Source: an optimization exercise on an open RTL-to-GDS flow (aim: small area). Production flows keep margins and buffers that such runs may drop.
Function was checked by simulation only, so behaviour that the tests miss may differ from the original.
No activity file was given, so power comes from the tool's default toggle rates.

==> flow/design.v <==
module system_bus
	#(parameter DATA_WIDTH = 8,
	parameter ADDR_WIDTH = 14,
	parameter NO_OF_MASTER = 4,
	parameter NO_OF_SLAVE = 8,
	parameter [NO_OF_SLAVE*ADDR_WIDTH-1:0] SLAVE_BASE_ADDR = {14'd10, 14'd20, 14'd30, 14'd40, 14'd50, 14'd60, 14'd70, 14'd80},
	parameter [NO_OF_SLAVE*ADDR_WIDTH-1:0] SLAVE_END_ADDR = {14'd19, 14'd29, 14'd39, 14'd49, 14'd59, 14'd69, 14'd79, 14'd89}
	)
	(
	input clk,
	input reset_n,
	input [ADDR_WIDTH*NO_OF_MASTER-1:0]  addr_avm,
	output [DATA_WIDTH*NO_OF_MASTER-1:0]  readdata_avm,
	input [DATA_WIDTH*NO_OF_MASTER-1:0]  writedata_avm,
	input [NO_OF_MASTER-1:0]  readen_avm,
	input [NO_OF_MASTER-1:0]  writeen_avm,
	output [NO_OF_MASTER-1:0]  readvalid_avm,
	output [NO_OF_MASTER-1:0]  writevalid_avm,
	input [NO_OF_MASTER-1:0]  waitrequest_avm,
	input [4*NO_OF_MASTER-1:0] priority_no,
	output [ADDR_WIDTH*NO_OF_SLAVE-1:0]  addr_avs,
	input [DATA_WIDTH*NO_OF_SLAVE-1:0]  readdata_avs,
	output [DATA_WIDTH*NO_OF_SLAVE-1:0]  writedata_avs,
	output [NO_OF_SLAVE-1:0]  readen_avs,
	output [NO_OF_SLAVE-1:0]  writeen_avs,
	input [NO_OF_SLAVE-1:0]  readvalid_avs,
	input [NO_OF_SLAVE-1:0]  writevalid_avs,
	output reg [NO_OF_SLAVE-1:0]  waitrequest_avs
	);
	genvar i;
	reg [3:0] readen_avm_last, writeen_avm_last;
	reg [7:0] readvalid_avs_last, writevalid_avs_last;
	always @(posedge clk or negedge reset_n)
		if (~reset_n) begin
			readen_avm_last <= 4'b0; writeen_avm_last <= 4'b0;
			readvalid_avs_last <= 8'b0; writevalid_avs_last <= 8'b0;
		end else begin
			readen_avm_last <= readen_avm; writeen_avm_last <= writeen_avm;
			readvalid_avs_last <= readvalid_avs; writevalid_avs_last <= writevalid_avs;
		end
	wire [7:0] rv_rise = readvalid_avs & ~readvalid_avs_last;
	wire [7:0] wv_rise = writevalid_avs & ~writevalid_avs_last;
	wire [7:0] v_rise = rv_rise | wv_rise;
	reg [3:0] master_rel;           
	reg       srel_v;               
	reg [2:0] srel_i;               
	wire [7:0] slave_rel = srel_v ? (8'b1 << srel_i) : 8'b0;
	reg [3:0] readen_avm_reg, writeen_avm_reg;
	always @(posedge clk or negedge reset_n)
		if (~reset_n) begin
			readen_avm_reg <= 4'b0; writeen_avm_reg <= 4'b0;
		end else begin
			readen_avm_reg <= (readen_avm & ~readen_avm_last) | (readen_avm_reg & ~master_rel);
			writeen_avm_reg <= (writeen_avm & ~writeen_avm_last) | (writeen_avm_reg & ~master_rel);
		end
	wire [7:0] mcs [0:3];           
	wire [2:0] mcs_idx [0:3];
	generate
		for (i = 0; i < 4; i = i + 1) begin : DEC
			wire [13:0] a = addr_avm[i*14 +: 14];
			assign mcs[i][0] = (a >= 14'd80) && (a <= 14'd89);
			assign mcs[i][1] = (a >= 14'd70) && (a <= 14'd79);
			assign mcs[i][2] = (a >= 14'd60) && (a <= 14'd69);
			assign mcs[i][3] = (a >= 14'd50) && (a <= 14'd59);
			assign mcs[i][4] = (a >= 14'd40) && (a <= 14'd49);
			assign mcs[i][5] = (a >= 14'd30) && (a <= 14'd39);
			assign mcs[i][6] = (a >= 14'd20) && (a <= 14'd29);
			assign mcs[i][7] = (a >= 14'd10) && (a <= 14'd19);
			assign mcs_idx[i] = {mcs[i][4] | mcs[i][5] | mcs[i][6] | mcs[i][7],
			                     mcs[i][2] | mcs[i][3] | mcs[i][6] | mcs[i][7],
			                     mcs[i][1] | mcs[i][3] | mcs[i][5] | mcs[i][7]};
		end
	endgenerate
	reg [3:0] ls12;                 
	reg [7:0] free_slaves;
	wire [3:0] act1;
	generate
		for (i = 0; i < 4; i = i + 1) begin : ACT1
			assign act1[i] = (readen_avm_reg[i] | writeen_avm_reg[i]) & ~ls12[i] & (|(mcs[i] & free_slaves));
		end
	endgenerate
	wire [15:0] pna = priority_no & {{4{act1[3]}}, {4{act1[2]}}, {4{act1[1]}}, {4{act1[0]}}};
	reg       g1;
	reg [1:0] gm1;
	always @(*) begin
		g1 = 1'b1;
		casex (pna)
			16'b1000xxxxxxxxxxxx: gm1 = 2'd3;
			16'b0xxx1000xxxxxxxx: gm1 = 2'd2;
			16'b0xxx0xxx1000xxxx: gm1 = 2'd1;
			16'b0xxx0xxx0xxx1000: gm1 = 2'd0;
			16'b01000xxx0xxx0xxx: gm1 = 2'd3;
			16'b00xx01000xxx0xxx: gm1 = 2'd2;
			16'b00xx00xx01000xxx: gm1 = 2'd1;
			16'b00xx00xx00xx0100: gm1 = 2'd0;
			16'b001000xx00xx00xx: gm1 = 2'd3;
			16'b000x001000xx00xx: gm1 = 2'd2;
			16'b000x000x001000xx: gm1 = 2'd1;
			16'b000x000x000x0010: gm1 = 2'd0;
			16'b0001000x000x000x: gm1 = 2'd3;
			16'b00000001000x000x: gm1 = 2'd2;
			16'b000000000001000x: gm1 = 2'd1;
			16'b0000000000000001: gm1 = 2'd0;
			default: begin g1 = 1'b0; gm1 = 2'd0; end
		endcase
	end
	reg [1:0] msm;                  
	reg       sdd_v;                
	reg [2:0] sdd_i;                
	reg [7:0] mdm_v;                
	reg [1:0] mdm_m [0:7];          
	wire [2:0] g_slave = mcs_idx[gm1];
	always @(posedge clk or negedge reset_n)
		if (~reset_n) begin
			msm <= 2'b0; sdd_v <= 1'b0;
		end else begin
			msm <= gm1; sdd_v <= g1;
		end
	always @(posedge clk) sdd_i <= g_slave;
	generate
		for (i = 0; i < 8; i = i + 1) begin : MDM
			always @(posedge clk or negedge reset_n)
				if (~reset_n) begin
					mdm_v[i] <= 1'b0; mdm_m[i] <= 2'b0;
				end else if (g1 && g_slave == i) begin
					mdm_v[i] <= 1'b1; mdm_m[i] <= gm1;
				end
		end
	endgenerate
	reg        s2_busy;
	reg [4:0]  s2_cnt;
	reg        s2_w;                
	reg [23:0] sr_m;
	reg [2:0]  cur_tgt;
	reg        cur_ren;
	reg        cur_ok;
	wire m2s = sr_m[23];
	wire [13:0] sel_addr = addr_avm[msm*14 +: 14];
	wire [7:0]  sel_wd = writedata_avm[msm*8 +: 8];
	wire        sel_ren = readen_avm[msm];
	wire        sel_wen = writeen_avm[msm];
	wire        s2_last = (s2_cnt == {s2_w, ~s2_w, 3'b111});    
	wire        s2_start = ~s2_busy & sdd_v;
	always @(posedge clk or negedge reset_n)
		if (~reset_n) begin
			s2_busy <= 1'b0;
			ls12 <= 4'b0;
			free_slaves <= 8'hff;
		end else begin
			if (s2_start) begin
				s2_busy <= 1'b1;
				ls12 <= (ls12 ^ master_rel) | (4'b1 << msm);
				free_slaves <= (free_slaves | slave_rel) & ~(8'b1 << sdd_i);
			end else begin
				if (s2_busy && s2_last) s2_busy <= 1'b0;
				ls12 <= ls12 ^ master_rel;
				free_slaves <= free_slaves | slave_rel;
			end
		end
	always @(posedge clk) begin
		if (~s2_busy) begin
			s2_cnt <= 5'd0;
			s2_w <= sel_wen;
			sr_m <= sel_wen ? {sel_ren, sel_wen, sel_wd, sel_addr} : {sel_ren, sel_wen, sel_addr, 8'b0};
			cur_ren <= sel_ren;
			cur_tgt <= sdd_i;
		end else begin
			s2_cnt <= s2_cnt + 5'd1;
			sr_m <= {sr_m[22:0], 1'b0};
		end
	end
	reg       ov_act;
	reg [2:0] ov_tgt;
	reg [2:0] ov_cnt;
	wire s2_cnt0 = s2_busy & (s2_cnt == 5'd0);
	wire ov_start = s2_busy & cur_ok & ~s2_w & ~cur_ren & (s2_cnt == 5'd15);
	always @(posedge clk or negedge reset_n)
		if (~reset_n) ov_act <= 1'b0;
		else ov_act <= ov_start | (ov_act & (ov_cnt != 3'd7));
	always @(posedge clk) begin
		if (s2_cnt0) cur_ok <= ~(ov_act & (ov_tgt == cur_tgt));
		if (ov_start) begin
			ov_tgt <= cur_tgt; ov_cnt <= 3'd0;
		end else
			ov_cnt <= ov_cnt + 3'd1;
	end
	wire cur_on = s2_busy & cur_ok;
	wire cur_shift = cur_on & (s2_cnt >= 5'd2) & (~cur_ren | (s2_cnt <= 5'd15));
	wire cur_end = cur_on & (cur_ren ? (s2_cnt == 5'd15) : (s2_w & (s2_cnt == 5'd23)));
	wire ov_end = ov_act & (ov_cnt == 3'd7);
	reg [13:0] addr_avs_reg [0:7];
	reg [7:0]  writedata_avs_reg [0:7];
	reg [7:0]  readen_avs_reg_out, writeen_avs_reg_out;
	reg [7:0]  readvalid_avs_reg, writevalid_avs_reg;
	reg [7:0]  readdata_avs_reg [0:7];
	reg [7:0]  slave_active;
	reg [7:0]  ls34;                
	assign readen_avs = readen_avs_reg_out;
	assign writeen_avs = writeen_avs_reg_out;
	generate
		for (i = 0; i < 8; i = i + 1) begin : SLV
			wire is_cur = (cur_tgt == i);
			wire is_ov = ov_act & (ov_tgt == i);
			wire shift = (cur_shift & is_cur) | is_ov;
			wire endc = cur_end & is_cur;
			wire endo = ov_end & (ov_tgt == i);
			always @(posedge clk or negedge reset_n)
				if (~reset_n) begin
					addr_avs_reg[i] <= 14'b0;
					writedata_avs_reg[i] <= 8'b0;
					readen_avs_reg_out[i] <= 1'b0;
					writeen_avs_reg_out[i] <= 1'b0;
				end else begin
					if (shift) begin
						writedata_avs_reg[i] <= {writedata_avs_reg[i][6:0], addr_avs_reg[i][13]};
						addr_avs_reg[i] <= {addr_avs_reg[i][12:0], m2s};
					end
					if (endc) begin
						readen_avs_reg_out[i] <= cur_ren;
						writeen_avs_reg_out[i] <= s2_w;
					end else if (endo) begin
						readen_avs_reg_out[i] <= 1'b0;
						writeen_avs_reg_out[i] <= 1'b0;
					end else if (~shift) begin
						readen_avs_reg_out[i] <= readen_avs_reg_out[i] & ~readvalid_avs[i];
						writeen_avs_reg_out[i] <= writeen_avs_reg_out[i] & ~writevalid_avs[i];
					end
				end
			assign writedata_avs[i*8 +: 8] = writedata_avs_reg[i];
			assign addr_avs[i*14 +: 14] = addr_avs_reg[i] - SLAVE_BASE_ADDR[i];
			always @(posedge clk or negedge reset_n)
				if (~reset_n) begin
					readvalid_avs_reg[i] <= 1'b0;
					writevalid_avs_reg[i] <= 1'b0;
					waitrequest_avs[i] <= 1'b0;
				end else begin
					waitrequest_avs[i] <= v_rise[i];
					if (v_rise[i]) begin
						readvalid_avs_reg[i] <= readvalid_avs[i];
						writevalid_avs_reg[i] <= writevalid_avs[i];
					end
				end
			always @(posedge clk)
				if (rv_rise[i]) readdata_avs_reg[i] <= readdata_avs[i*8 +: 8];
		end
	endgenerate
	always @(posedge clk or negedge reset_n)
		if (~reset_n) slave_active <= 8'b0;
		else slave_active <= (slave_active | v_rise) & ~ls34;
	wire [31:0] smpa;
	generate
		for (i = 0; i < 8; i = i + 1) begin : SMP
			assign smpa[i*4 +: 4] = priority_no[mdm_m[i]*4 +: 4] & {4{slave_active[i]}};
		end
	endgenerate
	reg       g3;
	reg [2:0] gs3;
	always @(*) begin
		g3 = 1'b1;
		if      ((smpa & 32'b11110000000000000000000000000000) == 32'b10000000000000000000000000000000) gs3 = 3'd7;
		else if ((smpa & 32'b10001111000000000000000000000000) == 32'b00001000000000000000000000000000) gs3 = 3'd6;
		else if ((smpa & 32'b10001000111100000000000000000000) == 32'b00000000100000000000000000000000) gs3 = 3'd5;
		else if ((smpa & 32'b10001000100011110000000000000000) == 32'b00000000000010000000000000000000) gs3 = 3'd4;
		else if ((smpa & 32'b10001000100010001111000000000000) == 32'b00000000000000001000000000000000) gs3 = 3'd3;
		else if ((smpa & 32'b10001000100010001000111100000000) == 32'b00000000000000000000100000000000) gs3 = 3'd2;
		else if ((smpa & 32'b10001000100010001000100011110000) == 32'b00000000000000000000000010000000) gs3 = 3'd1;
		else if ((smpa & 32'b10001000100010001000100010001111) == 32'b00000000000000000000000000001000) gs3 = 3'd0;
		else if ((smpa & 32'b11111000100010001000100010001000) == 32'b01000000000000000000000000000000) gs3 = 3'd7;
		else if ((smpa & 32'b11001111100010001000100010001000) == 32'b00000100000000000000000000000000) gs3 = 3'd6;
		else if ((smpa & 32'b11001100111110001000100010001000) == 32'b00000000010000000000000000000000) gs3 = 3'd5;
		else if ((smpa & 32'b11001100110011111000100010001000) == 32'b00000000000001000000000000000000) gs3 = 3'd4;
		else if ((smpa & 32'b11001100110011001111100010001000) == 32'b00000000000000000100000000000000) gs3 = 3'd3;
		else if ((smpa & 32'b11001100110011001100111110001000) == 32'b00000000000000000000010000000000) gs3 = 3'd2;
		else if ((smpa & 32'b11001100110011001100110011111000) == 32'b00000000000000000000000001000000) gs3 = 3'd1;
		else if ((smpa & 32'b11001100110011001100110011001111) == 32'b00000000000000000000000000000100) gs3 = 3'd0;
		else if ((smpa & 32'b11111100110011001100110011001100) == 32'b00100000000000000000000000000000) gs3 = 3'd7;
		else if ((smpa & 32'b11101111110011001100110011001100) == 32'b00000010000000000000000000000000) gs3 = 3'd6;
		else if ((smpa & 32'b11101110111111001100110011001100) == 32'b00000000001000000000000000000000) gs3 = 3'd5;
		else if ((smpa & 32'b11101110111011111100110011001100) == 32'b00000000000000100000000000000000) gs3 = 3'd4;
		else if ((smpa & 32'b11101110111011101111110011001100) == 32'b00000000000000000010000000000000) gs3 = 3'd3;
		else if ((smpa & 32'b11101110111011101110111111001100) == 32'b00000000000000000000001000000000) gs3 = 3'd2;
		else if ((smpa & 32'b11101110111011101110111011111100) == 32'b00000000000000000000000000100000) gs3 = 3'd1;
		else if ((smpa & 32'b11101110111011101110111011101111) == 32'b00000000000000000000000000000010) gs3 = 3'd0;
		else if ((smpa & 32'b11111110111011101110111011101110) == 32'b00010000000000000000000000000000) gs3 = 3'd7;
		else if ((smpa & 32'b11111111111011101110111011101110) == 32'b00000001000000000000000000000000) gs3 = 3'd6;
		else if ((smpa & 32'b11111111111111101110111011101110) == 32'b00000000000100000000000000000000) gs3 = 3'd5;
		else if ((smpa & 32'b11111111111111111110111011101110) == 32'b00000000000000010000000000000000) gs3 = 3'd4;
		else if ((smpa & 32'b11111111111111111111111011101110) == 32'b00000000000000000001000000000000) gs3 = 3'd3;
		else if ((smpa & 32'b11111111111111111111111111101110) == 32'b00000000000000000000000100000000) gs3 = 3'd2;
		else if ((smpa & 32'b11111111111111111111111111111110) == 32'b00000000000000000000000000010000) gs3 = 3'd1;
		else if ((smpa & 32'b11111111111111111111111111111111) == 32'b00000000000000000000000000000001) gs3 = 3'd0;
		else begin g3 = 1'b0; gs3 = 3'd0; end
	end
	reg       sms_v;                
	reg [2:0] sms_i;                
	always @(posedge clk or negedge reset_n)
		if (~reset_n) sms_v <= 1'b0;
		else sms_v <= g3;
	always @(posedge clk) sms_i <= gs3;
	reg       s4_busy;
	reg [3:0] s4_cnt;
	reg       s4_rd;                
	reg [9:0] sr_s;
	reg [3:0] me;                   
	reg [2:0] tem;                  
	reg       rel_p;                
	wire s2m = sr_s[9];
	wire       sel_rv = readvalid_avs_reg[sms_i];
	wire       sel_wv = writevalid_avs_reg[sms_i];
	wire [7:0] sel_rd = readdata_avs_reg[sms_i];
	wire [3:0] sel_me = mdm_v[sms_i] ? (4'b1 << mdm_m[sms_i]) : 4'b0;
	wire       s4_last = (s4_cnt == {s4_rd, 2'b00, 1'b1});    
	always @(posedge clk or negedge reset_n)
		if (~reset_n) begin
			s4_busy <= 1'b0;
			ls34 <= 8'b0;
			rel_p <= 1'b0;
		end else begin
			rel_p <= s4_busy & s4_last;
			if (~s4_busy) begin
				if (sms_v) begin
					s4_busy <= 1'b1;
					ls34 <= (ls34 ^ slave_rel) | (8'b1 << sms_i);
				end else
					ls34 <= ls34 ^ slave_rel;
			end else begin
				if (s4_last) s4_busy <= 1'b0;
				ls34 <= ls34 ^ slave_rel;
			end
		end
	always @(posedge clk) begin
		if (~s4_busy) begin
			s4_cnt <= 4'd0;
			s4_rd <= sel_rv;
			sr_s <= sel_rv ? {1'b1, sel_wv, sel_rd} : {1'b0, sel_wv, 8'b0};
			me <= sel_me;
			tem <= sms_i;
		end else begin
			s4_cnt <= s4_cnt + 4'd1;
			sr_s <= {sr_s[8:0], 1'b0};
		end
	end
	wire [3:0] rel_m = mdm_v[tem] ? (4'b1 << mdm_m[tem]) : 4'b0;
	always @(posedge clk or negedge reset_n)
		if (~reset_n) begin
			master_rel <= 4'b0;
			srel_v <= 1'b0;
		end else begin
			master_rel <= rel_p ? rel_m : 4'b0;
			srel_v <= rel_p;
		end
	always @(posedge clk) srel_i <= tem;
	reg [7:0] readdata_avm_reg [0:3];
	reg [3:0] readvalid_avm_reg_out, writevalid_avm_reg_out;
	assign readvalid_avm = readvalid_avm_reg_out;
	assign writevalid_avm = writevalid_avm_reg_out;
	wire s4_c1 = (s4_cnt == 4'd1);
	wire s4_c2p = (s4_cnt >= 4'd2);
	wire s4_c9 = (s4_cnt == 4'd9);
	generate
		for (i = 0; i < 4; i = i + 1) begin : MST
			wire a = s4_busy & me[i];
			wire hold = readen_avm[i] | writeen_avm[i] | waitrequest_avm[i];
			always @(posedge clk or negedge reset_n)
				if (~reset_n) begin
					readdata_avm_reg[i] <= 8'b0;
					readvalid_avm_reg_out[i] <= 1'b0;
					writevalid_avm_reg_out[i] <= 1'b0;
				end else begin
					if (a & s4_c2p) readdata_avm_reg[i] <= {readdata_avm_reg[i][6:0], s2m};
					readvalid_avm_reg_out[i] <= a ? s4_c9 : (hold & readvalid_avm_reg_out[i]);
					writevalid_avm_reg_out[i] <= a ? (s4_c1 & s2m) : (hold & writevalid_avm_reg_out[i]);
				end
			assign readdata_avm[i*8 +: 8] = readdata_avm_reg[i];
		end
	endgenerate
endmodule
==> flow/run.sh <==
#!/bin/bash
# synth_recipe.tcl (not shown) runs the flow's synth.tcl, then flattens the netlist and writes it again
# the make line also repeats each setting of config.mk as NAME=value (left out here)
make -C /OpenROAD-flow-scripts/flow DESIGN_CONFIG=/design/flow/config.mk WORK_HOME=/design/flow/orfs CLKGATE_MAP_FILE= SYNTH_SCRIPT=/design/flow/synth_recipe.tcl finish
==> flow/config.mk <==
export PLATFORM = sky130hd
export DESIGN_NAME = system_bus
export DESIGN_NICKNAME = system_bus
export VERILOG_FILES = /design/flow/design.v
export SDC_FILE = /design/flow/constraint.sdc
export NUM_CORES = 4
export LEC_CHECK = 0
export CAP_MARGIN = 20
export CORE_MARGIN = 2
export CORE_UTILIZATION = 40
export PLACE_DENSITY = 0.6
export SLEW_MARGIN = 20
==> flow/constraint.sdc <==
create_clock -name core_clock -period 7.0 [get_ports {clk}]
set_input_delay 1.4000 -clock core_clock [delete_from_list [all_inputs] [get_ports {clk}]]
set_output_delay 1.4000 -clock core_clock [all_outputs]
set_load 0.01 [all_outputs]
==> key figures, run 1 <==
Status
  – Outcome: finished clean

Global route
  – Total track usage: 24.3%
  – Initial antenna violation count: 4
  – Vias in the first global route: 19300
  – Gr ovfl total: 0
  – Pin count of the biggest net entering global routing: 156
  – First-pass GRT wire length: 118000 microns

Synthesis
  – Ys async rst share: 72.2%
  – Synth area leader: dfrtp_1
  – Post-Syn Instances: 2213
  – Cell area after synthesis: 24100 sq um
  – Primary FF master, synth: dfrtp_1
  – Synth unique cells: 106
  – Avg Cell Area, Syn: 10.9 sq um
  – Most instantiated library cell after synthesis: nand2_1
  – Register area share after synthesis: 51.3%
  – Largest cells by area after synthesis: dfrtp_1 36%, edfxtp_1 10%, mux2_2 7.6%
  – Syn nets: 2422
  – Synth top cells by count: 395 x nand2_1, 345 x dfrtp_1, 163 x mux2_2
  – Synth warnings: 6
  – Post-synth EDFFs: 81
  – Post-synthesis register bit count: 489
  – Synth top area share: 35.8%

Detailed routing
  – Pre-Repair DR Iteration Count: 5
  – 1st-iter DRT viols: 1396
  – Detail Route Antenna Nets: 0
  – Drt total wl: 77000 microns
  – Drt wl/cell: 22.5 microns
  – Via Count: 19300
  – Via density: 5.64
  – DRC: 0

CTS
  – Num CTS Buffers: 52
  – Root Buffer: clkbuf_16
  – Clk slew on worst S/H paths: 0.06 ns
  – Post-CTS setup buffers: 0
  – Post-CTS Hold Buffers: 0
  – Post-CTS resize count: 0
  – Clk buf depth: 3
  – CTS Sinks: 489
  – Clk Latency, worst-skew pair: 0.60 ns
  – CTS tree: done
  – CTS H-Tree Depth: 2

Layout
  – Layout cell share with drive strength beyond 1: 14.8%
  – Largest register FFs: 112
  – Ant. Diodes: 0
  – Synth-to-layout area growth: 27.7%
  – Fin cells: 3426
  – Final #Nets: 2814

Worst setup path
  – CP max stage delay: 0.84 ns
  – Setup crit end kind: register
  – Crit path DAT: 6.38 ns
  – Startpoint class of the critical path: input port
  – Largest delay share family, worst path: simple AND/OR/NAND/NOR gates
  – Required time worst endpoint: 7.47 ns
  – CP Launch Point: addr_avm[31]
  – Reg2reg start: free_slaves[7]$_DFF_PN1_
  – WP buf/inv: 1
  – Crit-path cells: clkdlybuf4s50_1 > and3_1 > a22oi_1 > o22ai_1 > or4b_1 > a32o_1 > o21ai_0 > nand3_1 > and4_2 > a2111oi_4 > nand4_1 > mux2_1
  – Max FO, Critical Path: 16
  – Crit path max-delay cell type: or4b_1
  – Kind of critical path: input port to register

Min path
  – Worst hold-check path type: register to register
  – Hold Startpoint: ov_cnt[0]$_SDFF_PP0_

Power and ir drop
  – Final Total Pwr: 0.00797 W
  – Power Density: 259 nW/um^2
  – Leakage: 12.9 nW
  – Worst vdd ir: 0.000175 V

Timing
  – Final period util: 84.4%
  – Final setup viols: 0
  – Setup_tns: 0 ns
  – Slew margin rel.: 27.2%
  – Maximum clock frequency: 169 MHz
  – Final Skew: 0.0194 ns
  – Final Max Tran Viols: 0
  – Final min period: 5.91 ns
  – RSZ-0062 raised after global routing: false
  – Slew @ Worst Pin: 1.09 ns
  – Final hold violation count: 0

Place
  – DPL Wire Length: 57400 microns
  – I/O Buffers: 437
  – Gpl congestion: 0.918
  – Placed insts: 3333

Die
  – Die Y: 250 microns
  – Core ar.: 60000 sq um
  – Die Width: 250 microns
  – Top Ports: 438
  – Initial Utilization: 40.2%
  – Die area: 62300 sq um
  – Site Rows: 90

Job
  – Max_cap viols: 0
[metrics by stage]
step / hold slack [ns] / instance area (sq um) / util, % / worst slack (ns)
detailed placement: 0.408 / 29200 / 48.6 / 0.604
global placement: 0.400 / 29200 / 48.6 / 0.733
CTS: 0.426 / 30800 / 51.3 / 1.22
finish: 0.424 / 30800 / 51.3 / 1.09
global route: 0.442 / 30800 / 51.3 / 0.821
floorplan: 0.346 / 24100 / - / 2.04
[cell families after synthesis]
logic type	after synthesis	share of synthesized area [%]
AO/OA/AOI/OAI	372	11.3
XOR/XNOR	43	1.56
adder cells (fa/ha/maj)	11	0.570
buffers and inverters	199	3.29
flip-flops	489	51.3
multiplexers	267	15.5
AND/OR/NAND/NOR	832	16.5
[layout by cell type, fill, tap and decap left out, drive strengths merged, types with 9 or more instances in the layout]
cell	count
a21oi	50
a221oi	11
a22o	22
a22oi	13
a31oi	24
a32o	19
a32oi	10
and2	10
and3	19
buf	20
clkbuf	84
clkdlybuf4s50	436
clkinv	9
dfrtp	345
dfxtp	55
edfxtp	81
ha	11
inv	80
mux2	170
mux2i	28
mux4	69
nand2	395
nand2b	35
nand3	37
nand3b	12
nand4	20
nand4b	12
nor2	131
nor2b	19
nor3	45
nor3b	9
nor4	22
o21ai	80
o221ai	12
o22ai	31
or2	11
or3	15
xnor2	23
xor2	20
[worst reg2reg max path, delay by kind of cell (launching register included)]
kind / cells / cell delay, ns
flip-flops: 1 / 0.42
AND/OR/NAND/NOR: 5 / 2.00
AO/OA/AOI/OAI: 5 / 1.75
multiplexers: 1 / 0.36
[final timing paths]
check / endpoint / slack (ns) / cells past startpoint
max in group asynchronous: msm[0]$_DFF_PN0_ / 4.72 / 2
hold reg to reg: ov_cnt[0]$_SDFF_PP0_ / 0.42 / 1
setup reg to reg: mdm_m[2][0]$_DFFE_PN0P_ / 2.37 / 11
min in group asynchronous: addr_avs_reg[4][12]$_DFFE_PN0N_ / 0.91 / 1
hold / removal: ov_cnt[0]$_SDFF_PP0_ / 0.42 / 1
setup / recovery: mdm_m[2][0]$_DFFE_PN0P_ / 1.09 / 12
[power by group]
group	switching [W]	total, W	internal, W
Sequential	0.000349	0.00360	0.00325
Combinational	0.000924	0.00171	0.000789
Clock	0.00114	0.00266	0.00152
Total	0.00241	0.00797	0.00556
[per-layer routing]
layer	track usage, %	vias up	wire (microns)
met2	40.4	607	37000
met3	5.85	122	5430
met5	0	-	32
met1	31.9	9722	32600
li1	-	8879	-
met4	6.54	4	1960
[area by class of cell]
cell class	count	area [sq um]
inverter	81	304
sequential	489	12400
tap	782	978
clock buffer	84	1520
fill	5373	29200
multi-input combinational	1525	11000
timing repair buffer	456	4530
clock inverter	9	101
==> run 2, diff against run 1 <==
--- a/flow/design.v
+++ b/flow/design.v
@@ -111,12 +111,11 @@
 	reg [1:0] mdm_m [0:7];          
 	wire [2:0] g_slave = mcs_idx[gm1];
 	always @(posedge clk or negedge reset_n)
-		if (~reset_n) begin
-			msm <= 2'b0; sdd_v <= 1'b0;
-		end else begin
-			msm <= gm1; sdd_v <= g1;
-		end
-	always @(posedge clk) sdd_i <= g_slave;
+		if (~reset_n) sdd_v <= 1'b0;
+		else sdd_v <= g1;
+	always @(posedge clk) begin
+		msm <= gm1; sdd_i <= g_slave;
+	end
 	generate
 		for (i = 0; i < 8; i = i + 1) begin : MDM
 			always @(posedge clk or negedge reset_n)
@@ -134,7 +133,7 @@
 	reg [2:0]  cur_tgt;
 	reg        cur_ren;
 	reg        cur_ok;
-	wire m2s = sr_m[23];
+	wire m2s = (~s2_w & (s2_cnt[4:1] != 4'd0)) ? sr_m[15] : sr_m[23];
 	wire [13:0] sel_addr = addr_avm[msm*14 +: 14];
 	wire [7:0]  sel_wd = writedata_avm[msm*8 +: 8];
 	wire        sel_ren = readen_avm[msm];
@@ -161,7 +160,7 @@
 		if (~s2_busy) begin
 			s2_cnt <= 5'd0;
 			s2_w <= sel_wen;
-			sr_m <= sel_wen ? {sel_ren, sel_wen, sel_wd, sel_addr} : {sel_ren, sel_wen, sel_addr, 8'b0};
+			sr_m <= {sel_ren, sel_wen, sel_wd, sel_addr};
 			cur_ren <= sel_ren;
 			cur_tgt <= sdd_i;
 		end else begin
@@ -229,19 +228,15 @@
 			assign writedata_avs[i*8 +: 8] = writedata_avs_reg[i];
 			assign addr_avs[i*14 +: 14] = addr_avs_reg[i] - SLAVE_BASE_ADDR[i];
 			always @(posedge clk or negedge reset_n)
-				if (~reset_n) begin
-					readvalid_avs_reg[i] <= 1'b0;
-					writevalid_avs_reg[i] <= 1'b0;
-					waitrequest_avs[i] <= 1'b0;
-				end else begin
-					waitrequest_avs[i] <= v_rise[i];
-					if (v_rise[i]) begin
-						readvalid_avs_reg[i] <= readvalid_avs[i];
-						writevalid_avs_reg[i] <= writevalid_avs[i];
-					end
+				if (~reset_n) waitrequest_avs[i] <= 1'b0;
+				else waitrequest_avs[i] <= v_rise[i];
+			always @(posedge clk) begin
+				if (v_rise[i]) begin
+					readvalid_avs_reg[i] <= readvalid_avs[i];
+					writevalid_avs_reg[i] <= writevalid_avs[i];
 				end
-			always @(posedge clk)
 				if (rv_rise[i]) readdata_avs_reg[i] <= readdata_avs[i*8 +: 8];
+			end
 		end
 	endgenerate
 	always @(posedge clk or negedge reset_n)
@@ -332,7 +327,7 @@
 		if (~s4_busy) begin
 			s4_cnt <= 4'd0;
 			s4_rd <= sel_rv;
-			sr_s <= sel_rv ? {1'b1, sel_wv, sel_rd} : {1'b0, sel_wv, 8'b0};
+			sr_s <= {sel_rv, sel_wv, sel_rd};
 			me <= sel_me;
 			tem <= sms_i;
 		end else begin
==> flow/flow/run.sh (new file) <==
#!/bin/bash
# Standard ORFS layout, with every port buffered by the smallest buffer
# (buf_1) instead of the default choice.
set -euo pipefail
export BUFFER_PORTS_ARGS="-buffer_cell sky130_fd_sc_hd__buf_1"
bash standard.sh > standard.log 2>&1
==> flow/standard.sh (new file) <==
#!/bin/bash
# synth_recipe.tcl (not shown) runs the flow's synth.tcl, then flattens the netlist and writes it again
# the make line also repeats each setting of config.mk as NAME=value (left out here)
make -C /OpenROAD-flow-scripts/flow DESIGN_CONFIG=/design/flow/config.mk WORK_HOME=/design/flow/orfs CLKGATE_MAP_FILE= SYNTH_SCRIPT=/design/flow/synth_recipe.tcl "${@:-finish}"
removed: flow/run.sh
==> key figures, run 2 <==
Worst setup path
  – Kind of critical path: input port to register
  – Crit path DAT: 5.54 ns (-0.84 ns)
  – Reg2reg start: free_slaves[3]$_DFF_PN1_
  – Setup crit end kind: register
  – Startpoint class of the critical path: input port
  – Max FO, Critical Path: 18 (+2)
  – CP Launch Point: addr_avm[45]
  – Required time worst endpoint: 7.55 ns (+0.08 ns)

Power and ir drop
  – Power Density: 282 nW/um^2 (+9.1%)
  – Seq pwr share: 45.6% (+0.4 points)
  – Psw: 0.00246 W (+2.2%)
  – Worst vdd ir: 0.000192 V (+10%)
  – Internal power: 0.00552 W (-0.78%)
  – Comb pwr share: 18.7% (-2.8 points)
  – Sw Share: 30.8% (+0.62 points)
  – Leakage: 12.0 nW (-7.0%)
  – Clock power share: 35.7% (+2.4 points)

Timing
  – Final Max Tran Viols: 0 (unchanged)
  – Final Skew: 0.0461 ns (+0.0267 ns)
  – Maximum clock frequency: 200 MHz (+18%)
  – Final hold violation count: 0 (unchanged)
  – Slew margin rel.: 26.4% (-0.76 points)
  – Final min period: 4.99 ns (-0.912 ns)
  – RSZ-0062 raised after global routing: false
  – Final period util: 71.4% (-13 points)
  – Setup_tns: 0 ns (unchanged)
  – WHS: 0.372 ns (-0.0524 ns)
  – Slew @ Worst Pin: 1.10 ns (+0.00911 ns)
  – Final setup viols: 0 (unchanged)

Job
  – Max_cap viols: 0 (unchanged)

Place
  – DPL Wire Length: 56900 microns (-0.92%)
  – I/O Buffers: 437 (unchanged)
  – Gpl congestion: 0.895 (-2.5%)

Global route
  – Gr ovfl total: 0 (unchanged)
  – Initial antenna violation count: 2 (-2)
  – First-pass GRT wire length: 118000 microns (+0.29%)
  – Total track usage: 24.4% (+0.043 points)
  – Vias in the first global route: 19700 (+2.4%)
  – Pin count of the biggest net entering global routing: 155 (-0.64%)

Layout
  – Layout cell share with drive strength beyond 1: 12.4% (-2.4 points)
  – Most frequent cells in the layout: 534 x nand2_1, 436 x buf_1, 327 x dfrtp_1
  – Final #Nets: 2907 (+3.3%)
  – Ant. Diodes: 0 (unchanged)
  – Synth-to-layout area growth: 17.3%
  – Most common cell after layout, fill and taps aside: nand2_1
  – Largest register FFs: 112 (unchanged)

CTS
  – Post-CTS resize count: 0 (unchanged)
  – CTS Sinks: 489 (unchanged)
  – CTS H-Tree Depth: 2 (unchanged)
  – Post-CTS Hold Buffers: 0 (unchanged)
  – Clk buf depth: 3 (unchanged)
  – Clk Latency, worst-skew pair: 0.63 ns (+0.03 ns)
  – Post-CTS setup buffers: 0 (unchanged)
  – CTS tree: done
  – Num CTS Buffers: 53 (+1.9%)
  – Clk slew on worst S/H paths: 0.06 ns (about the same)
  – Root Buffer: clkbuf_16

Detailed routing
  – Detail Route Antenna Nets: 0 (unchanged)
  – DRC: 0 (unchanged)
  – Via Count: 19600 (+1.4%)
  – Drt total wl: 76500 microns (-0.66%)
  – Pre-Repair DR Iteration Count: 6 (+1)
  – Drt wl/cell: 21.7 microns (-3.4%)
  – 1st-iter DRT viols: 1534 (+9.9%)
  – Via density: 5.56 (-1.4%)

Synthesis
  – Synth top cells by count: 534 x nand2_1, 327 x dfrtp_1, 145 x nor2_1
  – Largest cells by area after synthesis: dfrtp_1 34%, edfxtp_1 12%, nand2_1 8.3%
  – Avg Cell Area, Syn: 10.5 sq um (-4.1%)
  – Synth unique cells: 100 (-5.7%)
  – Syn nets: 2515 (+3.8%)
  – Post-Syn Instances: 2306 (+4.2%)
  – Cell area after synthesis: 24100 sq um (about the same)
  – Most instantiated library cell after synthesis: nand2_1
  – Synth warnings: 6 (unchanged)
  – Post-synthesis register bit count: 489 (unchanged)
  – Register area share after synthesis: 51.6% (+0.33 points)
  – Synth top area share: 33.9% (-1.8 points)
  – Synth area leader: dfrtp_1
  – Primary FF master, synth: dfrtp_1
  – Ys async rst share: 68.5% (-3.7 points)
  – Post-synth EDFFs: 97 (+20%)

Die
  – Initial Utilization: 40.2% (about the same)
  – Site Rows: 90 (unchanged)
  – Top Ports: 438 (unchanged)
  – Die Y: 250 microns (about the same)
  – Die area: 62300 sq um (about the same)
  – Core ar.: 60000 sq um (unchanged)
  – Die Width: 250 microns (about the same)

Min path
  – Hold Startpoint: rel_p$_DFF_PN0_
  – Worst hold-check path type: register to register

Status
  – Outcome: finished clean
run 2: cell types whose count changed after synthesis, moves of 12 or more:
cell | before | now
nor2_1 | 131 | 145
o2111ai_1 | 1 | 14
dfrtp_1 | 345 | 327
a21oi_1 | 49 | 68
mux2_2 | 163 | 98
nand2b_1 | 35 | 23
inv_1 | 80 | 98
nand2_1 | 395 | 534
edfxtp_1 | 81 | 97
a22o_1 | 22 | 2
run 2: path summary, 6_finish.rpt:
path / to / slack (ns) / depth (start not counted)
worst max-delay path: mdm_m[2][0]$_DFFE_PN0P_ / 2.01 / 12
worst min-delay path: srel_v$_DFF_PN0_ / 0.37 / 0
worst max register to register: mdm_m[7][0]$_DFFE_PN0P_ / 2.94 / 11
worst min register to register: srel_v$_DFF_PN0_ / 0.37 / 0
max in group asynchronous: free_slaves[6]$_DFF_PN1_ / 4.60 / 3
min in group asynchronous: writedata_avs_reg[6][4]$_DFFE_PN0N_ / 0.77 / 1
run 2: metrics by stage:
step | setup WS, ns | power [W] | instance area (sq um) | instances | utilization [%]
after CTS | 2.08 | 0.00806 | 28300 | 3523 | 47.1
after floorplan | 2.35 | 0.00456 | 24100 | 2306 | -
after global placement | 1.50 | 0.00513 | 26400 | 3423 | 44.1
after detailed placement | 1.40 | 0.00518 | 26500 | 3424 | 44.1
final | 2.01 | 0.00798 | 28300 | 3524 | 47.1
after global routing | 1.51 | 0.00838 | 28300 | 3524 | 47.1
run 2: cell type report:
cell class                 instances  area [sq um]
sequential                       489         12500
clock buffer                      72          1480
fill                            5659         31700
multi-input combinational       1598         10900
tap                              782           978
inverter                          99           372
clock inverter                    27           324
timing repair buffer             457          1810
run 2: power by group through the flow:
| stage | Clock, W | Combinational [W] | Sequential (W) |
|---|---|---|---|
| 2_1_floorplan | 0 | 0.00103 | 0.00353 |
| 3_3_place_gp | 0 | 0.00146 | 0.00367 |
| 3_5_place_dp | 0 | 0.00149 | 0.00369 |
| 4_1_cts | 0.00292 | 0.00150 | 0.00363 |
| 5_1_grt | 0.00305 | 0.00165 | 0.00368 |
| 6_report | 0.00285 | 0.00149 | 0.00364 |
run 2: metal layers:
| layer | global-route usage [%] | vias to the layer above | share of wire (%) |
|---|---|---|---|
| li1 | - | 9004 | - |
| met5 | 0 | - | 0.037 |
| met4 | 7.23 | 4 | 2.5 |
| met2 | 40.7 | 781 | 48 |
| met3 | 5.61 | 120 | 7.6 |
| met1 | 31.6 | 9698 | 42 |
run 2: cell families after synthesis:
logic type / Yosys count / synth area share, %
AND/OR/NAND/NOR: 952 / 17.9
flip-flops: 489 / 51.6
AO/OA/AOI/OAI: 385 / 11.9
buffers and inverters: 219 / 3.53
multiplexers: 206 / 12.8
XOR/XNOR: 44 / 1.60
adder cells (fa/ha/maj): 11 / 0.571
run 2: critical path, cell delays in order:
cell	delay, ns
buf_1	0.55
o21ai_0	0.26
a32oi_1	0.31
o32ai_2	0.16
a2111oi_4	0.72
nor2_2	0.04
a2111o_1	0.46
o221ai_2	0.38
mux2i_1	0.17
a221o_1	0.45
a211oi_2	0.38
mux2i_1	0.24
==> run 3, diff against run 2 <==
==> flow/flow/run.sh (replaced) <==
#!/bin/bash
# Standard ORFS layout, with every port buffered by buf_1 and no dummy
# clock loads inserted by CTS.
set -euo pipefail
export BUFFER_PORTS_ARGS="-buffer_cell sky130_fd_sc_hd__buf_1"
export CTS_ARGS="-sink_clustering_enable -repair_clock_nets -dont_use_dummy_load"
bash standard.sh > standard.log 2>&1
==> key figures, run 3 <==
Layout
  – Final #Nets: 2906 (-0.034%)
  – Fin cells: 3477 (-1.3%)
  – Most frequent cells in the layout: 534 x nand2_1, 436 x buf_1, 327 x dfrtp_1
  – Largest register FFs: 112 (unchanged)
  – Layout cell share with drive strength beyond 1: 11.5% (-0.93 points)
  – Ant. Diodes: 0 (unchanged)
  – Synth-to-layout area growth: 15.3%
  – Most common cell after layout, fill and taps aside: nand2_1

Die
  – Core ar.: 60000 sq um (unchanged)
  – Site Rows: 90 (unchanged)
  – Die area: 62300 sq um (unchanged)
  – Initial Utilization: 40.2% (unchanged)
  – Die Y: 250 microns (unchanged)
  – Die Width: 250 microns (unchanged)
  – Top Ports: 438 (unchanged)

Global route
  – Initial antenna violation count: 2 (unchanged)
  – Pin count of the biggest net entering global routing: 155 (unchanged)
  – Vias in the first global route: 19600 (-0.44%)
  – First-pass GRT wire length: 118000 microns (-0.39%)
  – Gr ovfl total: 0 (unchanged)
  – Total track usage: 24.3% (-0.087 points)

Status
  – Outcome: finished clean

CTS
  – Num CTS Buffers: 53 (unchanged)
  – Clk slew on worst S/H paths: 0.06 ns (about the same)
  – CTS tree: done
  – Clk Latency, worst-skew pair: 0.61 ns (-0.02 ns)
  – CTS Sinks: 489 (unchanged)
  – CTS H-Tree Depth: 2 (unchanged)
  – Clk buf depth: 3 (unchanged)
  – Post-CTS resize count: 0 (unchanged)
  – Post-CTS setup buffers: 0 (unchanged)
  – Post-CTS Hold Buffers: 0 (unchanged)
  – Root Buffer: clkbuf_16

Timing
  – Final period util: 72.1% (+0.73 points)
  – Slew margin rel.: 25.4% (-1.0 points)
  – Final hold violation count: 0 (unchanged)
  – Slew @ Worst Pin: 1.12 ns (+0.0157 ns)
  – Final setup viols: 0 (unchanged)
  – Final Skew: 0.0753 ns (+0.0292 ns)
  – RSZ-0062 raised after global routing: false
  – Final min period: 5.05 ns (+0.0510 ns)
  – Worst Slack Setup Final: 1.95 ns (-0.0510 ns)
  – WHS: 0.371 ns (-0.000741 ns)
  – Final Max Tran Viols: 0 (unchanged)
  – Setup_tns: 0 ns (unchanged)
  – Maximum clock frequency: 198 MHz (-1.0%)

Power and ir drop
  – Psw: 0.00229 W (-6.8%)
  – Worst vdd ir: 0.000179 V (-7.0%)
  – Seq pwr share: 48.6% (+3.0 points)
  – Comb pwr share: 20.0% (+1.3 points)
  – Clock power share: 31.4% (-4.3 points)
  – Leakage: 11.8 nW (-1.9%)
  – Sw Share: 30.6% (-0.21 points)
  – Internal power: 0.00520 W (-5.9%)
  – Power Density: 269 nW/um^2 (-4.5%)

Place
  – Gpl congestion: 0.895 (unchanged)
  – Placed insts: 3424 (unchanged)
  – I/O Buffers: 437 (unchanged)
  – DPL Wire Length: 56900 microns (unchanged)
  – DP Worst Slack: 1.40 ns (unchanged)

Worst setup path
  – Setup crit end kind: register
  – CP max stage delay: 0.73 ns (about the same)
  – Top cell by count, worst path: mux2i_1
  – Required time worst endpoint: 7.49 ns (-0.06 ns)
  – Crit-path cells: buf_1 > o21ai_0 > a32oi_1 > o32ai_2 > a2111oi_4 > nor2_2 > a2111o_1 > o221ai_2 > mux2i_1 > a221o_1 > a211oi_2 > mux2i_1
  – Max FO, Critical Path: 18 (unchanged)
  – Crit path max-delay cell type: a2111oi_4
  – Startpoint class of the critical path: input port
  – Crit path DAT: 5.54 ns (about the same)
  – Kind of critical path: input port to register

Synthesis
  – Synth top area share: 33.9% (unchanged)
  – Avg Cell Area, Syn: 10.5 sq um (unchanged)
  – Post-Syn Instances: 2306 (unchanged)
  – Most instantiated library cell after synthesis: nand2_1
  – Register area share after synthesis: 51.6% (unchanged)
  – Synth area leader: dfrtp_1
  – Primary FF master, synth: dfrtp_1
  – Syn nets: 2515 (unchanged)
  – Post-synth EDFFs: 97 (unchanged)
  – Largest cells by area after synthesis: dfrtp_1 34%, edfxtp_1 12%, nand2_1 8.3%
  – Post-synthesis register bit count: 489 (unchanged)
  – Synth warnings: 6 (unchanged)
  – Ys async rst share: 68.5% (unchanged)
  – Synth unique cells: 100 (unchanged)
  – Synth top cells by count: 534 x nand2_1, 327 x dfrtp_1, 145 x nor2_1
  – Cell area after synthesis: 24100 sq um (unchanged)

Detailed routing
  – Detail Route Antenna Nets: 0 (unchanged)
  – 1st-iter DRT viols: 1567 (+2.2%)
  – Pre-Repair DR Iteration Count: 6 (unchanged)
  – Via density: 5.65 (+1.5%)
  – DRC: 0 (unchanged)
  – Drt total wl: 76500 microns (about the same)
  – Via Count: 19600 (+0.14%)
  – Drt wl/cell: 22.0 microns (+1.3%)

Job
  – Max_cap viols: 0 (unchanged)

Min path
  – Worst hold-check path type: register to register
run 3: cell counts after synthesis:
Identical to the previous run, type by type.
run 3: final timing paths:
check | from | endpoint | slack, ns | depth (start not counted)
min in group asynchronous | reset_n | writedata_avs_reg[6][4]$_DFFE_PN0N_ | 0.79 | 1
max in group asynchronous | reset_n | free_slaves[6]$_DFF_PN1_ | 4.54 | 3
worst max register to register | free_slaves[3]$_DFF_PN1_ | mdm_v[2]$_DFFE_PN0P_ | 2.93 | 11
worst min-delay path | rel_p$_DFF_PN0_ | srel_v$_DFF_PN0_ | 0.37 | 0
worst max-delay path | addr_avm[45] | mdm_m[2][1]$_DFFE_PN0P_ | 1.95 | 12
worst min register to register | rel_p$_DFF_PN0_ | srel_v$_DFF_PN0_ | 0.37 | 0
run 3: logic make-up (layout without fill, tap and decap cells):
kind of cell             Yosys count  count (layout)  synth area share (%)
AND/OR/NAND/NOR                  952             952                  17.9
flip-flops                       489             489                  51.6
AO/OA/AOI/OAI                    385             385                  11.9
buffers and inverters            219             608                  3.53
multiplexers                     206             206                  12.8
XOR/XNOR                          44              44                  1.60
adder cells (fa/ha/maj)           11              11                 0.571
run 3: area by class of cell:
cell class | instances | area (sq um)
well taps | 782 | 978
multi-input cells | 1598 | 10900
inverters | 99 | 372
repair buffers | 456 | 1800
fillers | 5698 | 32200
clock buffers | 53 | 1330
flip-flops and latches | 489 | 12500
run 3: through the flow:
| stage | total power, W | cell area (sq um) | utilization (%) |
|---|---|---|---|
| floorplan | 0.00456 | 24100 | - |
| global placement | 0.00513 | 26400 | 44.1 |
| detailed placement | 0.00518 | 26500 | 44.1 |
| CTS | 0.00756 | 27800 | 46.3 |
| global route | 0.00787 | 27800 | 46.3 |
| finish | 0.00749 | 27800 | 46.3 |
run 3: power groups by stage:
stage,Combinational [W],Sequential [W],Clock [W]
floorplan,0.00103,0.00353,0
global placement,0.00146,0.00367,0
detailed placement,0.00149,0.00369,0
CTS,0.00150,0.00364,0.00242
global route,0.00165,0.00368,0.00253
finish,0.00149,0.00364,0.00236
run 3: worst max-delay path: cells and delay by family:
| family | cells | cell delay (ns) |
|---|---|---|
| AO/OA/AOI/OAI | 8 | 3.15 |
| buffers and inverters | 1 | 0.53 |
| multiplexers | 2 | 0.41 |
| AND/OR/NAND/NOR | 1 | 0.04 |
run 3: metal layers:
layer  routed length (microns)  part of all wire, %  up-vias  global-route usage (%)
met1                     32100                   42     9781                    31.4
met5                        25                0.033        -                       0
met3                      5520                  7.2      133                    5.62
met4                      1960                  2.6        4                    6.80
met2                     36800                   48      752                    40.8
li1                          -                    -     8964                       -
==> run 4, diff against run 3 <==
==> flow/flow/run.sh (replaced) <==
#!/bin/bash
# Standard ORFS layout, with every port buffered by buf_1, a clock tree of
# clkbuf_4 without dummy loads, and power recovery after global routing.
set -euo pipefail
export BUFFER_PORTS_ARGS="-buffer_cell sky130_fd_sc_hd__buf_1"
export CTS_ARGS="-sink_clustering_enable -repair_clock_nets -dont_use_dummy_load -buf_list sky130_fd_sc_hd__clkbuf_4"
export RECOVER_POWER=100
bash standard.sh > standard.log 2>&1
==> key figures, run 4 <==
Status
  – Outcome: complete, but fails checks
  – Violated checks: capacitance limit, slew limit

Synthesis
  – Ys async rst share: 68.5% (unchanged)
  – Synth top cells by count: 534 x nand2_1, 327 x dfrtp_1, 145 x nor2_1
  – Post-Syn Instances: 2306 (unchanged)
  – Post-synth EDFFs: 97 (unchanged)
  – Synth top area share: 33.9% (unchanged)
  – Cell area after synthesis: 24100 sq um (unchanged)
  – Synth area leader: dfrtp_1
  – Primary FF master, synth: dfrtp_1
  – Register area share after synthesis: 51.6% (unchanged)
  – Post-synthesis register bit count: 489 (unchanged)
  – Syn nets: 2515 (unchanged)
  – Avg Cell Area, Syn: 10.5 sq um (unchanged)
  – Synth warnings: 6 (unchanged)
  – Most instantiated library cell after synthesis: nand2_1
  – Largest cells by area after synthesis: dfrtp_1 34%, edfxtp_1 12%, nand2_1 8.3%
  – Synth unique cells: 100 (unchanged)

Die
  – Initial Utilization: 40.2% (unchanged)
  – Top Ports: 438 (unchanged)
  – Die Y: 250 microns (unchanged)
  – Die area: 62300 sq um (unchanged)
  – Core ar.: 60000 sq um (unchanged)
  – Die Width: 250 microns (unchanged)
  – Site Rows: 90 (unchanged)

Global route
  – Total track usage: 24.6% (+0.37 points)
  – First-pass GRT wire length: 119000 microns (+0.60%)
  – Initial antenna violation count: 6 (+4)
  – Vias in the first global route: 20200 (+3.0%)
  – Pin count of the biggest net entering global routing: 155 (unchanged)
  – Gr ovfl total: 0 (unchanged)

CTS
  – Clk slew on worst S/H paths: 0.06 ns (about the same)
  – Clk Latency, worst-skew pair: 0.93 ns (+0.32 ns)
  – Post-CTS Hold Buffers: 0 (unchanged)
  – Clk buf depth: 3 (unchanged)
  – Root Buffer: clkbuf_4
  – Post-CTS resize count: 0 (unchanged)
  – CTS tree: done
  – CTS H-Tree Depth: 4 (+2)
  – Post-CTS setup buffers: 0 (unchanged)
  – CTS Sinks: 489 (unchanged)
  – Num CTS Buffers: 137 (+160%)

Power and ir drop
  – Leakage: 11.7 nW (-0.80%)
  – Worst vdd ir: 0.000148 V (-17%)
  – Power Density: 259 nW/um^2 (-4.0%)

Place
  – I/O Buffers: 437 (unchanged)
  – Gpl congestion: 0.895 (unchanged)
  – DPL Wire Length: 56900 microns (unchanged)
  – DP Worst Slack: 1.40 ns (unchanged)
  – Placed insts: 3424 (unchanged)

Timing
  – Slew margin rel.: -103% (-130 points)
  – Final hold violation count: 0 (unchanged)
  – Maximum clock frequency: 192 MHz (-3.2%)
  – RSZ-0062 raised after global routing: false
  – Final setup viols: 0 (unchanged)
  – Final period util: 74.4% (+2.4 points)
  – Final min period: 5.21 ns (+0.166 ns)
  – Slew @ Worst Pin: 3.04 ns (+1.92 ns)
  – Setup_tns: 0 ns (unchanged)
  – Worst Slack Setup Final: 1.79 ns (-0.166 ns)
  – Final Max Tran Viols: 345 (+345)
  – Final Skew: 0.114 ns (+0.0390 ns)

Detailed routing
  – Drt total wl: 77000 microns (+0.66%)
  – Via Count: 20100 (+2.2%)
  – DRC: 0 (unchanged)
  – Drt wl/cell: 21.6 microns (-1.8%)
  – 1st-iter DRT viols: 1741 (+11%)
  – Via density: 5.63 (-0.37%)
  – Detail Route Antenna Nets: 0 (unchanged)
  – Pre-Repair DR Iteration Count: 6 (unchanged)

Worst setup path
  – Startpoint class of the critical path: input port
  – Required time worst endpoint: 7.73 ns (+0.24 ns)
  – Setup crit end kind: register
  – Kind of critical path: input port to register
  – FF-to-FF setup slack: 2.20 ns (-0.73 ns)
  – Crit path DAT: 5.95 ns (+0.41 ns)
  – Max FO, Critical Path: 19 (+1)

Layout
  – Synth-to-layout area growth: 13.4%
  – Largest register FFs: 112 (unchanged)
  – Fin cells: 3566 (+2.6%)
  – Layout cell share with drive strength beyond 1: 12.8% (+1.3 points)
  – Fillers: 5831 (+2.3%)
  – Final Core Density: 45.6% (-0.76 points)
  – Most frequent cells in the layout: 534 x nand2_1, 422 x buf_1, 327 x dfrtp_1
  – Most common cell after layout, fill and taps aside: nand2_1
  – Multi-input gate area: 10800 sq um (-1.0%)
  – Final #Nets: 2990 (+2.9%)
  – Register Area: 12400 sq um (about the same)

Min path
  – Worst hold-check path type: register to register

Job
  – Max_cap viols: 9 (+9)
-- run 4: cell count changes in the layout (fill, tap and decap cells not counted), moves of 4 or more --
cell / change
clkbuf_4: +136
clkbuf_16: -53
clkbuf_1: +29
buf_1: -14
buf_4: -14
diode_2: +5
a211oi_1: +4
a211oi_2: -4
nor4_1: +4
-- run 4: area by class of cell --
class	instances	share of cell area, %
Sequential cell	489	45.5
Multi-Input combinational cell	1598	39.4
Timing Repair Buffer	456	6.37
Clock buffer	137	3.76
Tap cell	782	3.58
Inverter	99	1.36
Antenna cell	5	0.0458
-- run 4: per-stage QoR --
| step | power (W) | instance area, sq um | hold WS [ns] |
|---|---|---|---|
| global placement | 0.00513 | 26400 | 0.365 |
| detailed placement | 0.00518 | 26500 | 0.361 |
| CTS | 0.00716 | 27500 | 0.374 |
| global route | 0.00751 | 27300 | 0.390 |
| finish | 0.00707 | 27300 | 0.382 |
| floorplan | 0.00456 | 24100 | 0.347 |
-- run 4: kinds of logic after synthesis --
| family | share of synthesized area, % |
|---|---|
| compound gates | 11.9 |
| xor+xnor | 1.60 |
| fa+ha+maj | 0.571 |
| buf+inv | 3.53 |
| flops | 51.6 |
| mux | 12.8 |
| simple gates | 17.9 |
-- run 4: critical path, stage by stage --
cell and delay [ns]:
clkbuf_1 0.50, nor3_1 0.22, a2111oi_0 0.39, a211oi_1 0.15, a21bo_1 0.26, a2111oi_0 0.73
o21a_1 0.23, o311ai_0 0.23, or3_1 0.50, o221a_1 0.31, nor4_1 0.76, mux2i_1 0.25
-- run 4: routing by layer --
metal / vias up / global-route usage, % / share of wire (%)
li1: 9170 / - / -
met1: 9929 / 31.0 / 41
met2: 816 / 40.0 / 48
met3: 144 / 7.91 / 8.3
met4: 4 / 8.67 / 2.7
met5: - / 0 / 0.035
-- run 4: final timing paths --
kind / cells after the start / start / to
min reg2reg: 0 / rel_p$_DFF_PN0_ / srel_v$_DFF_PN0_
min in group asynchronous: 1 / reset_n / writedata_avs_reg[6][5]$_DFFE_PN0N_
max: 12 / addr_avm[3] / mdm_m[3][1]$_DFFE_PN0P_
max in group asynchronous: 3 / reset_n / mdm_m[3][1]$_DFFE_PN0P_
min: 0 / rel_p$_DFF_PN0_ / srel_v$_DFF_PN0_
max reg2reg: 12 / s2_cnt[1]$_SDFF_PN0_ / writeen_avs_reg_out[7]$_DFFE_PN0P_
-- run 4: power breakdown --
group / leakage, nW / total [W] / internal (W) / switching, W
clock network: 0.630 / 0.00194 / 0.000885 / 0.00105
registers: 5.77 / 0.00364 / 0.00327 / 0.000367
logic: 5.31 / 0.00149 / 0.000611 / 0.000883
==> run 5, diff against run 4 <==
==> flow/flow/run.sh (replaced) <==
#!/bin/bash
# Standard ORFS layout (standard.sh, unchanged synthesis), except:
#  - every port is buffered with buf_1 rather than the default buffer;
#  - the clock tree is built from clkbuf_4 without dummy loads.
set -euo pipefail
export BUFFER_PORTS_ARGS="-buffer_cell sky130_fd_sc_hd__buf_1"
export CTS_ARGS="-sink_clustering_enable -repair_clock_nets -dont_use_dummy_load -buf_list sky130_fd_sc_hd__clkbuf_4"
bash standard.sh > standard.log 2>&1
==> key figures, run 5 <==
Power and ir drop
  – Seq pwr share: 51.4% (about the same)
  – Sw Share: 32.6% (+0.051 points)
  – Leakage: 11.8 nW (+0.63%)
  – Worst vdd ir: 0.000147 V (-0.19%)
  – Clock power share: 27.4% (about the same)
  – Power Density: 257 nW/um^2 (-0.65%)
  – Psw: 0.00231 W (+0.17%)
  – Internal power: 0.00476 W (about the same)
  – Comb pwr share: 21.1% (about the same)

Synthesis
  – Most instantiated library cell after synthesis: nand2_1
  – Post-synthesis register bit count: 489 (unchanged)
  – Synth top area share: 33.9% (unchanged)
  – Synth top cells by count: 534 x nand2_1, 327 x dfrtp_1, 145 x nor2_1
  – Syn nets: 2515 (unchanged)
  – Synth area leader: dfrtp_1
  – Synth unique cells: 100 (unchanged)
  – Largest cells by area after synthesis: dfrtp_1 34%, edfxtp_1 12%, nand2_1 8.3%
  – Primary FF master, synth: dfrtp_1
  – Post-Syn Instances: 2306 (unchanged)
  – Ys async rst share: 68.5% (unchanged)
  – Post-synth EDFFs: 97 (unchanged)
  – Avg Cell Area, Syn: 10.5 sq um (unchanged)
  – Synth warnings: 6 (unchanged)
  – Register area share after synthesis: 51.6% (unchanged)
  – Cell area after synthesis: 24100 sq um (unchanged)

Timing
  – Slew @ Worst Pin: 1.08 ns (-1.96 ns)
  – Slew margin rel.: 28.1% (+130 points)
  – Final min period: 4.78 ns (-0.436 ns)
  – WHS: 0.382 ns (+0.0000680 ns)
  – Final Skew: 0.118 ns (+0.00422 ns)
  – RSZ-0062 raised after global routing: false
  – Final hold violation count: 0 (unchanged)
  – Final Max Tran Viols: 0 (-100%)
  – Final period util: 68.2% (-6.2 points)
  – Maximum clock frequency: 209 MHz (+9.1%)
  – Final setup viols: 0 (unchanged)
  – Setup_tns: 0 ns (unchanged)

Detailed routing
  – Via density: 5.61 (-0.20%)
  – Pre-Repair DR Iteration Count: 5 (-1)
  – Via Count: 20000 (-0.20%)
  – Drt total wl: 77000 microns (about the same)
  – Drt wl/cell: 21.6 microns (about the same)
  – 1st-iter DRT viols: 1609 (-7.6%)
  – DRC: 0 (unchanged)
  – Detail Route Antenna Nets: 0 (unchanged)

Worst setup path
  – Startpoint class of the critical path: input port
  – Top cell by count, worst path: mux2i_1
  – CP max stage delay: 0.73 ns (-0.03 ns)
  – Crit path max-delay cell type: a2111oi_4
  – Max FO, Critical Path: 18 (-1)
  – Setup crit end kind: register
  – Crit-path cells: buf_1 > o21ai_0 > a32oi_1 > o32ai_2 > a2111oi_4 > nor2_2 > a2111o_1 > o221ai_2 > mux2i_1 > a221o_1 > nor4_4 > mux2i_1
  – FF-to-FF setup slack: 2.90 ns (+0.70 ns)
  – Required time worst endpoint: 7.73 ns (about the same)
  – RR Endpoint: mdm_m[7][0]$_DFFE_PN0P_
  – Depth of the worst register-to-register path: 11 (-1)
  – Crit path DAT: 5.51 ns (-0.44 ns)
  – Reg2reg start: free_slaves[3]$_DFF_PN1_
  – Kind of critical path: input port to register

Global route
  – First-pass GRT wire length: 119000 microns (unchanged)
  – Gr ovfl total: 0 (unchanged)
  – Vias in the first global route: 20200 (unchanged)
  – Initial antenna violation count: 6 (unchanged)
  – Pin count of the biggest net entering global routing: 155 (unchanged)
  – Total track usage: 24.6% (unchanged)

Layout
  – Synth-to-layout area growth: 14.1%
  – Fin cells: 3566 (unchanged)
  – Layout cell share with drive strength beyond 1: 14.1% (+1.3 points)
  – Final #Nets: 2990 (unchanged)
  – Most common cell after layout, fill and taps aside: nand2_1
  – Final Core Density: 45.9% (+0.30 points)
  – Largest register FFs: 112 (unchanged)
  – Most frequent cells in the layout: 534 x nand2_1, 436 x buf_1, 327 x dfrtp_1

Min path
  – Worst hold endpoint: srel_v$_DFF_PN0_
  – Worst hold-check path type: register to register
  – Hold Startpoint: rel_p$_DFF_PN0_
  – Hold Path Depth: 0 (unchanged)

CTS
  – Post-CTS resize count: 0 (unchanged)
  – Post-CTS Hold Buffers: 0 (unchanged)
  – Num CTS Buffers: 137 (unchanged)
  – Clk Latency, worst-skew pair: 0.93 ns (about the same)
  – Root Buffer: clkbuf_4
  – Clk slew on worst S/H paths: 0.06 ns (about the same)
  – CTS tree: done
  – Clk buf depth: 3 (unchanged)
  – Post-CTS setup buffers: 0 (unchanged)
  – CTS H-Tree Depth: 4 (unchanged)
  – CTS Sinks: 489 (unchanged)

Place
  – Gpl congestion: 0.895 (unchanged)
  – DPL Wire Length: 56900 microns (unchanged)
  – I/O Buffers: 437 (unchanged)
  – Placed insts: 3424 (unchanged)

Job
  – Max_cap viols: 0 (-9)

Die
  – Die Y: 250 microns (unchanged)
  – Site Rows: 90 (unchanged)
  – Die area: 62300 sq um (unchanged)
  – Initial Utilization: 40.2% (unchanged)
  – Core ar.: 60000 sq um (unchanged)
  – Top Ports: 438 (unchanged)
  – Die Width: 250 microns (unchanged)

Status
  – Outcome: finished clean
==> run 5: cells by family after synthesis <==
| kind of cell | count (synthesis) | synth area share (%) |
|---|---|---|
| buf+inv | 219 | 3.53 |
| compound gates | 385 | 11.9 |
| mux | 206 | 12.8 |
| simple gates | 952 | 17.9 |
| fa+ha+maj | 11 | 0.571 |
| flops | 489 | 51.6 |
| xor+xnor | 44 | 1.60 |
==> run 5: how the worst max path moves through the flow <==
stage                            start                       to  cells after the start
after floorplan           addr_avm[24]  mdm_m[2][1]$_DFFE_PN0P_                     10
after global routing       addr_avm[3]  mdm_m[7][0]$_DFFE_PN0P_                     12
after global placement    addr_avm[45]  mdm_m[2][0]$_DFFE_PN0P_                     12
after CTS                 addr_avm[45]  mdm_m[1][0]$_DFFE_PN0P_                     12
final                     addr_avm[45]  mdm_m[1][0]$_DFFE_PN0P_                     12
after detailed placement  addr_avm[45]  mdm_m[1][1]$_DFFE_PN0P_                     12
==> run 5: cell type report <==
| cell class | count | area [sq um] |
|---|---|---|
| fillers | 5799 | 32500 |
| flip-flops and latches | 489 | 12500 |
| multi-input cells | 1598 | 10900 |
| repair buffers | 456 | 1800 |
| clock buffers | 137 | 1030 |
| well taps | 782 | 978 |
| inverters | 99 | 372 |
| diodes | 5 | 12.5 |
==> run 5: stage by stage <==
step,instance area [sq um],setup WS (ns),power (W)
6_report,27500,2.22,0.00707
5_1_grt,27500,1.77,0.00751
4_1_cts,27500,2.35,0.00716
3_5_place_dp,26500,1.40,0.00518
3_3_place_gp,26400,1.50,0.00513
2_1_floorplan,24100,2.35,0.00456
==> run 5: power by group through the flow <==
| stage | Sequential, W | Clock, W | Combinational (W) |
|---|---|---|---|
| after floorplan | 0.00353 | 0 | 0.00103 |
| after global placement | 0.00367 | 0 | 0.00146 |
| after detailed placement | 0.00369 | 0 | 0.00149 |
| after CTS | 0.00364 | 0.00202 | 0.00150 |
| after global routing | 0.00368 | 0.00218 | 0.00165 |
| final | 0.00364 | 0.00194 | 0.00149 |
==> run 5: critical path, delay by kind of cell <==
family,cells,cell delay (ns)
compound gates,7,2.75
buf+inv,1,0.54
mux,2,0.41
simple gates,2,0.40
==> run 5: layer usage <==
layer | vias to the layer above | track usage, % | share of wire [%] | wire length (microns)
li1 | 9158 | - | - | -
met1 | 9936 | 31.0 | 41 | 31700
met2 | 804 | 40.0 | 48 | 36900
met3 | 120 | 7.91 | 8.2 | 6340
met4 | 4 | 8.67 | 2.6 | 1960
met5 | - | 0 | 0.035 | 27

static timing again, ports no longer ideal:
The flow's constraints put no driver on any port. The routed layouts listed below were extracted and timed again, unchanged, in two steps.
Step 1: set_driving_cell puts a clkbuf_16 on clk and a buf_2 on each other input, an assumption about the parent block.
Step 2 adds t to the input delays and takes it off the output delays; t is the mean of the earliest and latest rising clock arrival at the registers after step 1. Input paths then give back, and output paths get back, about the clock's delay inside the block.
Three values: ideal ports, drivers, drivers and shift; two values: the first two.
| run | t (ns) | setup slack, ns | worst hold slack (ns) | worst setup path after step 2 |
|---|---|---|---|---|
| run 1 | 0.652 | 1.093 / 1.126 / 0.474 | 0.424 / 0.424 / 0.424 | input to register |
| run 2 | 0.672 | 2.005 / 2.041 / 1.369 | 0.372 / 0.372 / 0.372 | input to register |
| run 3 | 0.639 | 1.954 / 1.978 / 1.339 | 0.371 / 0.371 / 0.371 | input to register |
| run 4 | 0.932 | 1.789 / 1.814 / 0.882 | 0.382 / 0.382 / 0.382 | input to register |
| run 5 | 0.929 | 2.224 / 2.248 / 1.319 | 0.382 / 0.382 / 0.382 | input to register |
The setup slack of run 4, which loses most, moves by +0.025 ns with the drivers and by -0.907 ns with both steps.
